Background: an optimization exercise with open tools, aiming at small area and a short achievable clock period. Do not read the settings as production practice.
Where RTL was checked, it was by simulation tests only, not by an equivalence proof against the original.
Power and IR drop assume default switching activity.

## purple
## calculator
module calculator(
    input logic CLK100MHZ,
    input logic RST,      
    input logic [15:0] SW,
    input logic BTNU,  
    input logic BTND,  
    input logic BTNL,  
    input logic BTNR,  
    input logic BTNC,  
    output logic [7:0] AN,       
    output logic [7:0] out       
    );
Settings: LEC_CHECK=0, CAP_MARGIN=20, CORE_MARGIN=2, CORE_UTILIZATION=65, CTS_BUF_LIST=sky130_fd_sc_hd__clkbuf_8, PLACE_DENSITY=0.75, SLEW_MARGIN=20, SYNTH_HIERARCHICAL=1, SYNTH_MINIMUM_KEEP_SIZE=0; clock period 160.0 ns.
run.sh (not shown) runs the stock make flow with config.mk's settings and CLKGATE_MAP_FILE= SYNTH_SCRIPT=/design/flow/synth_recipe.tcl, a recipe that flattens the netlist after the stock synthesis.
## Diff of input files: green against purple
--- a/flow/design.v
+++ b/flow/design.v
@@ -60,28 +60,17 @@
     logic [4*NDIG-1:0] st [0:NBITS];
     assign st[0] = '0;
     genvar k, j;
     generate
         for (k = 0; k < NBITS; k++) begin : g_stage
             logic [4*NDIG-1:0] cur, corr;
             if (k == INJ) begin : g_inj
-                for (j = 0; j < NDIG; j++) begin : g_d
-                    if (dmax(k, j) == 0) begin : g_z
-                        assign cur[4*j +: 4] = st[k][4*j +: 4];
-                    end else if (j == 0) begin : g_0
-                        logic [2:0] ta, tb;
-                        assign cur[3] = st[k][3] & ~inj;
-                        for (genvar b = 0; b < 3; b++) begin : g_b
-                            g_nand2 ua (.a(inj), .b(inj_val[b]), .y(ta[b]));
-                            g_nand2 ub (.a(~inj), .b(st[k][b]), .y(tb[b]));
-                            g_nand2 uc (.a(ta[b]), .b(tb[b]), .y(cur[b]));
-                        end
-                    end else begin : g_n
-                        assign cur[4*j +: 4] = st[k][4*j +: 4] & {4{~inj}};
-                    end
+                assign cur[4*NDIG-1:3] = st[k][4*NDIG-1:3];
+                for (j = 0; j < 3; j++) begin : g_b
+                    g_a21o u (.a1(inj), .a2(inj_val[j]), .b1(st[k][j]), .y(cur[j]));
                 end
             end else begin : g_pass
                 assign cur = st[k];
             end
             for (j = 0; j < NDIG; j++) begin : g_dig
                 if (dmax(k, j) >= 8 && k < INJ) begin : g_slow
                     dd_add3_s u (.x(cur[4*j +: 4]), .y(corr[4*j +: 4]));
@@ -488,19 +477,19 @@
     logic [2:0] d;
     assign d = refresh[19:17];
     logic is_res;
     assign is_res = (state == RES);
     logic [15:0] rlo;         
     assign rlo = r_div ? quot : ~r_mag[15:0];
     logic [30:0] val;
-    assign val[30:16] = ~(r_mag[30:16] | {15{r_div}});
-    assign val[15:13] = rlo[15:13];
+    assign val[30:16] = ~(r_mag[30:16] | {15{r_div}} | {15{~is_res}});
+    assign val[15:13] = rlo[15:13] & {3{is_res}};
     assign val[12:0]  = is_res ? rlo[12:0] : b_mag[12:0];
     logic neg;
-    assign neg = is_res ? (r_neg & ((|val[30:16]) | (|rlo))) : s;
+    assign neg = is_res ? (r_neg & (|val)) : s;
     logic [31:0] bcd;
     bin32_to_bcd #(.NBITS(31), .NDIG(8), .INJ(18)) u_bcd (.binary(val), .inj(~is_res),
                                                           .inj_val(b_top), .bcd(bcd));
     logic [7:0] dsel;
     always_comb begin
         dsel = '0;
         dsel[d] = 1'b1;
==> comparison <==
- No stage failed in green, and the final checks on the layout all came back clean.
- Changes observed in green relative to purple: fraction of area in multi-input gates now sits lower, post-route fraction of the period consumed by the critical path roughly the same, worst setup slack after layout moved down.
- From purple to green the numbers moved as follows: share of total power in the clock network increased by 0.2 points relative to the old numbers; overall die area shrank by about 2.1%; utilization shows an increase of 0.79 points; number of multi-input combinational cells fell by about 2.5%.
- Relative to purple, clock latency of the later-clocked register in the worst-skew pair has gone down in green.
- green ended with more power density normalized to cell area than purple.
- Lower non-clock buffer count among green and purple: purple
- green ended up with a lower count of routing violations after the opening detailed-route iteration than purple did.
- Relative to purple, synthesized area decreased by 2.2% in green.
- Re area growth from synthesis to final layout: green and purple aren't equal, and the lower value belongs to purple.
- Comparing the two runs side by side, green comes out ahead of purple on reported leakage power.
Only the layout flow was run in purple; the RTL was not checked for function there.

* * *

Setup of v6:
calculator, a different RTL version from the one above (not shown whole).
export LEC_CHECK = 0
export CAP_MARGIN = 20
export CORE_MARGIN = 2
export CORE_UTILIZATION = 65
export CTS_BUF_LIST = sky130_fd_sc_hd__clkbuf_8
export PLACE_DENSITY = 0.75
export SLEW_MARGIN = 20
export SYNTH_HIERARCHICAL = 1
export SYNTH_MINIMUM_KEEP_SIZE = 0
create_clock -name core_clock -period 160.0 [get_ports {CLK100MHZ}]
standard.sh (not shown) runs the stock make flow with config.mk's settings and CLKGATE_MAP_FILE= SYNTH_SCRIPT=/design/flow/synth_recipe.tcl, a recipe that flattens the netlist after the stock synthesis.
==> flow/flow/run.sh <==
#!/bin/bash
# Layout flow: the standard flow (standard.sh, standard synthesis
# included), with one change made through ORFS's own setting for it: the
# buffers placed on the input and output ports are sky130_fd_sc_hd__buf_2
# cells. The tools' output goes to standard_flow.log in the folder the flow
# runs in (ORFS also keeps each step's log under orfs/logs).
set -euo pipefail
W=$(pwd)
export BUFFER_PORTS_ARGS="-buffer_cell sky130_fd_sc_hd__buf_2"
bash "$W/standard.sh" > "$W/standard_flow.log" 2>&1
v6 has completed all stages; timing, DRC and antenna checks passed.
Modified inputs, v7 compared to v6
--- a/flow/design.v
+++ b/flow/design.v
@@ -491,50 +491,58 @@
     end
     logic [2:0] d;
     assign d = refresh[19:17];
     logic is_res;
     assign is_res = (state == RES);
     logic [15:0] rlo;         
     assign rlo = r_div ? quot : ~r_mag[15:0];
-    logic [30:0] val;
-    assign val[30:16] = ~(r_mag[30:16] | {15{r_div}} | {15{~is_res}});
+    logic big;                
+    assign big = is_res & ~r_mag[30] & r_mag[29];
+    logic [29:0] val;
+    assign val[29:16] = ~(r_mag[29:16] | {14{r_div}} | {14{~is_res}});
     assign val[15:13] = rlo[15:13] & {3{is_res}};
     logic [12:0] b_disp;
     assign b_disp = {b_top[2:0], b_mag[9:0]};
     genvar gv;
     generate
         for (gv = 0; gv < 13; gv++) begin : g_val
             g_a22o u (.a1(is_res), .a2(rlo[gv]), .b1(~is_res), .b2(b_disp[gv]), .y(val[gv]));
         end
     endgenerate
     logic neg;
     assign neg = is_res ? (r_neg & (|val)) : s;
     logic [31:0] bcd;
-    bin32_to_bcd #(.NBITS(31), .NDIG(8), .INJ(18)) u_bcd (.binary(val), .inj(~is_res),
+    bin32_to_bcd #(.NBITS(30), .NDIG(8), .INJ(17)) u_bcd (.binary(val), .inj(~is_res),
                                                           .inj_val(b_top[5:3]), .bcd(bcd));
     logic [7:0] dsel;
     always_comb begin
         dsel = '0;
         dsel[d] = 1'b1;
     end
     logic minus;
     assign minus = dsel[7] & neg;
+    logic [3:0] kd;
+    assign kd[0] = big & (dsel[3] | dsel[5] | dsel[6] | dsel[7]);
+    assign kd[1] = big & (dsel[1] | dsel[5] | dsel[6] | dsel[7]);
+    assign kd[2] = big & (dsel[0] | dsel[4] | dsel[5] | dsel[7]);
+    assign kd[3] = big & dsel[2];
     logic [3:0] nib, nib2;    
     genvar gb;
     generate
         for (gb = 0; gb < 4; gb++) begin : g_nib
-            logic t0, t1, t2;
+            logic t0, t1, t2, t3;
+            g_inv    uk (.a(kd[gb]), .y(t3));
             g_a222oi u0 (.a1(dsel[0]), .a2(bcd[gb]),      .b1(dsel[1]), .b2(bcd[4+gb]),
                          .c1(dsel[2]), .c2(bcd[8+gb]),    .y(t0));
             g_a222oi u1 (.a1(dsel[3]), .a2(bcd[12+gb]),   .b1(dsel[4]), .b2(bcd[16+gb]),
                          .c1(dsel[5]), .c2(bcd[20+gb]),   .y(t1));
             g_a222oi u2 (.a1(dsel[6]), .a2(bcd[24+gb]),   .b1(dsel[7]), .b2(bcd[28+gb]),
                          .c1(minus),   .c2(minus),         .y(t2));
-            g_nand3  u3 (.a(t0), .b(t1), .c(t2), .y(nib[gb]));
-            g_nand3  u4 (.a(t0), .b(t1), .c(t2), .y(nib2[gb]));
+            g_nand4  u3 (.a(t0), .b(t1), .c(t2), .d(t3), .y(nib[gb]));
+            g_nand4  u4 (.a(t0), .b(t1), .c(t2), .d(t3), .y(nib2[gb]));
         end
     endgenerate
     logic [6:0] seg;
     seven_segment u_seg (.sw_in(nib), .sw_in2(nib2), .out(seg));
     assign AN  = ~dsel;
     assign out = {1'b1, seg};
 endmodule
Findings:
In the reports for v6 and v7, the larger clock slew at the register clock pins of the worst setup and hold paths belongs to v7. Taking v6 as the reference, in v7 synthesized cell count lost 47, count of sequential standard cells neither gained nor lost much, cell count lost 3.0%. Across both runs, sequential cell area share was higher for v7 than for v6.
No functional check of the RTL was part of v6.

* * *

Setup of wip/maple:
calculator, a different RTL version from the one above (not shown whole).
Size in the first run: about 21000 µm² of cells after synthesis.
## calculator
module calculator(
    input logic CLK100MHZ,
    input logic RST,      
    input logic [15:0] SW,
    input logic BTNU,  
    input logic BTND,  
    input logic BTNL,  
    input logic BTNR,  
    input logic BTNC,  
    output logic [7:0] AN,       
    output logic [7:0] out       
    );
Settings: LEC_CHECK=0, CAP_MARGIN=20, CORE_MARGIN=2, CORE_UTILIZATION=65, CTS_BUF_LIST=sky130_fd_sc_hd__clkbuf_8, PLACE_DENSITY=0.75, SLEW_MARGIN=20, SYNTH_HIERARCHICAL=1, SYNTH_MINIMUM_KEEP_SIZE=0; clock period 160.0 ns.
Scripts as last shown in full above: flow/flow/run.sh
Modified inputs, wip/amber compared to wip/maple
--- a/flow/design.v
+++ b/flow/design.v
@@ -36,43 +36,43 @@
     g_xor2  u_0 (.a(x[0]), .b(y[3]), .y(y[0]));
     g_nor2  u_n (.a(x[1]), .b(x[0]), .y(n));
     g_and2  u_2 (.a(x[2]), .b(n), .y(y[2]));
     g_inv   u_i (.a(x[0]), .y(xn));
     g_nand2 u_p (.a(x[2]), .b(xn), .y(p));
     g_and2  u_1 (.a(x[1]), .b(p), .y(y[1]));
 endmodule
 module bin32_to_bcd #(parameter int NBITS = 31, parameter int NDIG = 8, parameter int INJ = 18) (
     input  logic [NBITS-1:0] binary,
     input  logic             inj,        
-    input  logic [2:0]       inj_val,    
+    input  logic [3:0]       inj_val,    
     output logic [4*NDIG-1:0] bcd
     );
     function automatic [63:0] dmax(input integer k, input integer j);
         reg [63:0] v, p;
         integer i;
         begin
             v = (64'd1 << k) - 64'd1;
             p = 64'd1;
             for (i = 0; i < j; i = i + 1) p = p * 64'd10;
             v = v / p;
             dmax = (v > 64'd9) ? 64'd9 : v;
         end
     endfunction
     logic [4*NDIG-1:0] st [0:NBITS];
     assign st[0] = '0;
     genvar k, j;
     generate
         for (k = 0; k < NBITS; k++) begin : g_stage
             logic [4*NDIG-1:0] cur, corr;
             if (k == INJ) begin : g_inj
-                assign cur[4*NDIG-1:3] = st[k][4*NDIG-1:3];
-                for (j = 0; j < 3; j++) begin : g_b
+                assign cur[4*NDIG-1:4] = st[k][4*NDIG-1:4];
+                for (j = 0; j < 4; j++) begin : g_b
                     g_a21o u (.a1(inj), .a2(inj_val[j]), .b1(st[k][j]), .y(cur[j]));
                 end
             end else begin : g_pass
                 assign cur = st[k];
             end
             for (j = 0; j < NDIG; j++) begin : g_dig
                 if (dmax(k, j) >= 8 && k < INJ) begin : g_slow
                     dd_add3_s u (.x(cur[4*j +: 4]), .y(corr[4*j +: 4]));
                 end else if (dmax(k, j) >= 8) begin : g_full
                     dd_add3 u (.x(cur[4*j +: 4]), .y(corr[4*j +: 4]));
@@ -494,34 +494,34 @@
     logic [2:0] d;
     assign d = refresh[19:17];
     logic is_res;
     assign is_res = (state == RES);
     logic [15:0] rlo;         
     assign rlo = r_div ? quot : ~r_mag[15:0];
     logic big;                
     assign big = is_res & ~r_mag[30] & r_mag[29];
     logic [29:0] val;
     assign val[29:16] = ~(r_mag[29:16] | {14{r_div}} | {14{~is_res}});
-    assign val[15:13] = rlo[15:13] & {3{is_res}};
-    logic [12:0] b_disp;
-    assign b_disp = {b_top[2:0], b_mag[9:0]};
+    assign val[15:12] = rlo[15:12] & {4{is_res}};
+    logic [11:0] b_disp;
+    assign b_disp = {b_top[1:0], b_mag[9:0]};
     genvar gv;
     generate
-        for (gv = 0; gv < 13; gv++) begin : g_val
+        for (gv = 0; gv < 12; gv++) begin : g_val
             g_a22o u (.a1(is_res), .a2(rlo[gv]), .b1(~is_res), .b2(b_disp[gv]), .y(val[gv]));
         end
     endgenerate
     logic neg;
     assign neg = is_res ? (r_neg & (|val)) : s;
     logic [31:0] bcd;
-    bin32_to_bcd #(.NBITS(30), .NDIG(8), .INJ(17)) u_bcd (.binary(val), .inj(~is_res),
-                                                          .inj_val(b_top[5:3]), .bcd(bcd));
+    bin32_to_bcd #(.NBITS(30), .NDIG(8), .INJ(18)) u_bcd (.binary(val), .inj(~is_res),
+                                                          .inj_val(b_top[5:2]), .bcd(bcd));
     logic [7:0] dsel;
     always_comb begin
         dsel = '0;
         dsel[d] = 1'b1;
     end
     logic minus;
     assign minus = dsel[7] & neg;
     logic [3:0] kd;
     assign kd[0] = big & (dsel[3] | dsel[5] | dsel[6] | dsel[7]);
     assign kd[1] = big & (dsel[1] | dsel[5] | dsel[6] | dsel[7]);
Notes after the runs:
wip/maple and wip/amber ended up with nearly the same share of synthesized area occupied by flip-flops and latches.
STATUS setup slack after layout: wip/amber wins against wip/maple
In the flow results for wip/maple and wip/amber, the combinational group share of total power is smaller on wip/maple.
wip/amber against wip/maple: post-synthesis area per instance level; die area did not really move; share of the cycle needed by the critical path after routing moved down; share of cells above drive strength 1 about even; maximum frequency shows an increase of about 0.6%.
Fraction of standard cell area in multi-input logic: wip/maple vs wip/amber, no meaningful difference
Against wip/maple, wip/amber reports a largest stage delay on the critical path that is higher.
The slowest cell on the critical path comes out sky130_fd_sc_hd__a222oi_1 in one run and sky130_fd_sc_hd__xor2_1 in the other, namely in wip/maple and wip/amber respectively.
Relative to wip/maple, minimum clock period has decreased by 0.42 ns in wip/amber.
Changes observed in wip/amber relative to wip/maple: overall power of the completed layout +4.0%; routed wire length +about 0.37%; number of cells produced by synthesis now sits at about the same level.

-- afterwards: timing with drivers on the ports --
The flow's constraints put no driver on any port. The routed layouts listed below were extracted and timed again, unchanged, in two steps.
Step 1, drivers: a clkbuf_16 drives CLK100MHZ and a buf_2 each remaining input, both assumed.
Step 2, shift: input delay + t, output delay - t, t = (earliest + latest rising clock arrival at the registers) / 2. This alone moves slack from input paths to output paths.
Slacks: ideal ports / drivers / drivers and shift; pairs: ideal ports / drivers.
run | t (ns) | setup WS [ns] | worst hold slack (ns) | worst setup path at the end | worst slew at a driven data input, ns
purple | 0.454 | 85.334 / 85.307 / 85.307 | 0.480 / 0.480 / 0.480 | input to output | 0.04
green | 0.427 | 85.181 / 85.160 / 85.160 | 0.450 / 0.450 / 0.450 | input to output | 0.06
v6 | 0.464 | 86.208 / 86.190 / 86.190 | 0.456 / 0.456 / 0.456 | input to output | 0.10
v7 | 0.463 | 86.133 / 86.113 / 86.113 | 0.471 / 0.471 / 0.471 | input to output | 0.03
wip/maple | 0.464 | 86.434 / 86.415 / 86.415 | 0.464 / 0.464 / 0.464 | input to output | 0.03
wip/amber | 0.471 | 86.854 / 86.833 / 86.833 | 0.466 / 0.466 / 0.466 | input to output | 0.04
After both steps every run listed still meets setup and hold. For purple, which loses most, drivers alone change the setup slack by -0.027 ns; drivers and shift together by -0.027 ns.
